This design comes from an exercise in tuning for small area on the open sky130 flow, not from production work. The RTL was checked by simulation tests, not by an equivalence proof against the original design. The clock port is modelled as an ideal driver; clocking choices that lean on that would not hold on a real chip. Power and IR drop assume default switching activity.

// smg_interface_demo
module smg_interface_demo
(
    input CLK,                       
    input RSTn,                      
    input R1,                        
    input key,                       
    output [7:0]SMG_Data,            
    output [5:0]Scan_Sig,            
    output [3:0] led,
    output rx                        
);
Settings: LEC_CHECK=0, CAP_MARGIN=20, CORE_MARGIN=2, CORE_UTILIZATION=75, SLEW_MARGIN=20; clock period 10.0 ns.
standard.sh (not shown) runs the stock make flow with config.mk's settings and CLKGATE_MAP_FILE= SYNTH_SCRIPT=/design/flow/synth_recipe.tcl, a recipe that flattens the netlist after the stock synthesis.
==> flow/flow/run.sh <==
#!/bin/bash
# Own flow: the standard layout (same ORFS steps, same synthesis script up to
# technology mapping), with these changes:
#  - ABC maps the logic with an area-oriented script (flow/area.abc) and the
#    adders are left to ABC instead of being mapped to half/full-adder cells;
#  - port buffers use the smallest buffer cell;
#  - CTS inserts no dummy loads and builds the tree from clkbuf_8; afterwards
#    leaf buffers whose flip-flops keep a low clock slew become clkbuf_4
#    (flow/post_cts.tcl).
# Registers come from the same synthesis steps as the standard flow.
set -euo pipefail
W=$PWD
cp config.mk flow_config.mk
cat >> flow_config.mk <<EOC
export ADDER_MAP_FILE =
export CTS_ARGS = -sink_clustering_enable -repair_clock_nets -dont_use_dummy_load -buf_list sky130_fd_sc_hd__clkbuf_8
export BUFFER_PORTS_ARGS = -buffer_cell sky130_fd_sc_hd__buf_1
export CTS_BUF_LIST = sky130_fd_sc_hd__clkbuf_8
export POST_CTS_TCL = $W/flow/post_cts.tcl
EOC
# The standard flow's synthesis script, with ABC's mapping script replaced
cat > flow_synth.tcl <<EOT
proc abc {args} {
  set out {}
  set skip 0
  foreach a \$args {
    if {\$skip} { set skip 0; continue }
    if {\$a eq "-script" || \$a eq "-constr"} { set skip 1; continue }
    lappend out \$a
  }
  yosys abc -script $W/flow/area.abc {*}\$out
}
EOT
cat synth_recipe.tcl >> flow_synth.tcl
make -C "$FLOW_HOME" DESIGN_CONFIG=$W/flow_config.mk WORK_HOME=$W/orfs CLKGATE_MAP_FILE= \
  SYNTH_SCRIPT=$W/flow_synth.tcl finish > make.log 2>&1
R=$W/orfs/results/sky130hd/smg_interface_demo/base
: # left out here: write the final layout as DEF
==> flow/flow/area.abc <==
strash; &get -n; &syn4; &put; balance -l; resub -K 6 -l; rewrite -l; resub -K 6 -N 2 -l; refactor -l; resub -K 8 -l; balance -l; resub -K 8 -N 2 -l; rewrite -l; resub -K 10 -l; rewrite -z -l; resub -K 10 -N 2 -l; balance -l; resub -K 12 -l; refactor -z -l; resub -K 12 -N 2 -l; rewrite -z -l; balance -l; &get -n; &dch -f; &nf -a -R 1000; &put; strash; dch -f; &get -n; &nf -a -R 1000; &put
==> flow/flow/post_cts.tcl <==
estimate_parasitics -placement
proc leaf_worst_slew {inst} {
  set onet [get_nets -of_objects [get_pins -of_objects $inst -filter "direction==output"]]
  set w 0
  foreach p [get_pins -of_objects $onet -filter "direction==input"] {
    set s [get_property $p slew_max]
    if {$s > $w} { set w $s }
  }
  return $w
}
proc drives_flops {inst} {
  set onet [get_nets -of_objects [get_pins -of_objects $inst -filter "direction==output"]]
  foreach p [get_pins -of_objects $onet -filter "direction==input"] {
    if {[get_property $p name] eq "CLK"} { return 1 }
  }
  return 0
}
foreach inst [get_cells -quiet clkbuf_*] {
  if {[get_property $inst ref_name] ne "sky130_fd_sc_hd__clkbuf_8"} continue
  if {![drives_flops $inst]} continue
  replace_cell $inst sky130_fd_sc_hd__clkbuf_4
  estimate_parasitics -placement
  set w [leaf_worst_slew $inst]
  if {$w > 0.100} {
    replace_cell $inst sky130_fd_sc_hd__clkbuf_8
    estimate_parasitics -placement
    puts "post_cts: [get_property $inst name] kept clkbuf_8 (clkbuf_4 slew $w)"
  } else {
    puts "post_cts: [get_property $inst name] -> clkbuf_4 (slew $w)"
  }
}
detailed_placement
The first run passed the timing, DRC and antenna checks.
Next try:
==> flow/flow/area.abc (replaced) <==
strash; dc2; balance -l; resub -K 6 -l; rewrite -l; resub -K 6 -N 2 -l; refactor -l; resub -K 8 -l; balance -l; resub -K 8 -N 2 -l; rewrite -l; resub -K 10 -l; rewrite -z -l; resub -K 10 -N 2 -l; balance -l; resub -K 12 -l; refactor -z -l; resub -K 12 -N 2 -l; rewrite -z -l; balance -l; balance -l; resub -K 6 -l; rewrite -l; resub -K 6 -N 2 -l; refactor -l; resub -K 8 -l; balance -l; resub -K 8 -N 2 -l; rewrite -l; resub -K 10 -l; rewrite -z -l; resub -K 10 -N 2 -l; balance -l; resub -K 12 -l; refactor -z -l; resub -K 12 -N 2 -l; rewrite -z -l; balance -l; &get -n; &dch -f; &nf -a -R 1000; &put; strash; dch -f; &get -n; &nf -a -R 1000; &put
Outcome: The new run ran to the end with no violations. Setup slack is better by 0.47 ns. Via count is lower slightly. Area after synthesis is higher slightly.
Next try:
--- a/flow/flow/post_cts.tcl
+++ b/flow/flow/post_cts.tcl
@@ -31,2 +31,27 @@
 }
 detailed_placement
+# Then try a clkbuf_4 root: keep it only if every flip-flop clock pin still
+# sees at most 100 ps.
+proc worst_ff_clk_slew {} {
+  set w 0
+  foreach p [get_pins -hierarchical */CLK] {
+    set s [get_property $p slew_max]
+    if {$s > $w} { set w $s }
+  }
+  return $w
+}
+foreach inst [get_cells -quiet clkbuf_*] {
+  if {[drives_flops $inst]} continue
+  if {[get_property $inst ref_name] ne "sky130_fd_sc_hd__clkbuf_8"} continue
+  replace_cell $inst sky130_fd_sc_hd__clkbuf_4
+  estimate_parasitics -placement
+  set w [worst_ff_clk_slew]
+  if {$w > 0.100} {
+    replace_cell $inst sky130_fd_sc_hd__clkbuf_8
+    estimate_parasitics -placement
+    puts "post_cts: root [get_property $inst name] kept clkbuf_8 (worst $w)"
+  } else {
+    puts "post_cts: root [get_property $inst name] -> clkbuf_4 (worst $w)"
+  }
+}
+detailed_placement
Result: The changed run ran to the end with no violations. Clock skew stays flat. Register-to-register slack got worse by 0.06 ns. Cell area is about the same. Total power goes down slightly. Setup slack got worse by 0.068 ns.
Next try:
--- a/flow/flow/run.sh
+++ b/flow/flow/run.sh
@@ -7,5 +7,5 @@
 #  - CTS inserts no dummy loads and builds the tree from clkbuf_8; afterwards
 #    leaf buffers whose flip-flops keep a low clock slew become clkbuf_4
-#    (flow/post_cts.tcl).
+#    (flow/post_cts.tcl), and the root too if the flip-flops still see a low slew.
 # Registers come from the same synthesis steps as the standard flow.
 set -euo pipefail
==> flow/flow/area.abc (replaced) <==
strash; &get -n; &syn4; &put; balance -l; resub -K 6 -l; rewrite -l; resub -K 6 -N 2 -l; refactor -l; resub -K 8 -l; balance -l; resub -K 8 -N 2 -l; rewrite -l; resub -K 10 -l; rewrite -z -l; resub -K 10 -N 2 -l; balance -l; resub -K 12 -l; refactor -z -l; resub -K 12 -N 2 -l; rewrite -z -l; balance -l; &get -n; &dch -f; &nf -a -R 1000; &put; strash; dch -f; &get -n; &nf -a -R 1000; &put
What happened: Power came out lower by 1.3%. Global-route usage came out lower by 1.4 points. Fmax came out lower by 7.5%. Clock-buffer cell count is unchanged. Setup slack is worse by 0.30 ns. Flip-flop and latch count is unchanged. Sequential share of layout area came out higher by 0.40 points. Die area came out lower by 0.54%.

==> static timing again, ports no longer ideal <==
How much do the figures lean on ideal ports? The routed layouts below were timed once more, with nothing changed but the port constraints. Step 1, drivers: a clkbuf_16 drives CLK and a buf_2 each remaining input, both assumed. Step 2, shift: input delay + t, output delay - t, t = (earliest + latest rising clock arrival at the registers) / 2. This alone moves slack from input paths to output paths. Three values: ideal, step 1, step 2; two values: the first two.
run	shift t [ns]	setup WS [ns]	worst setup path after step 2	worst register clock-pin slew, ns	worst slew at a driven data input, ns
the first run	0.372	5.858 / 5.863 / 5.491	input to register	0.09 / 0.09	0.03
the second run	0.367	6.323 / 6.296 / 5.977	input to register	0.10 / 0.10	0.03
the third run	0.433	6.255 / 6.230 / 5.955	input to register	0.10 / 0.10	0.03
the fourth run	0.447	5.951 / 5.954 / 5.507	input to register	0.09 / 0.09	0.03
After both steps setup and hold are still met in every run listed. The setup slack of the fourth run, which loses most, moves by +0.003 ns with the drivers and by -0.444 ns with both steps.
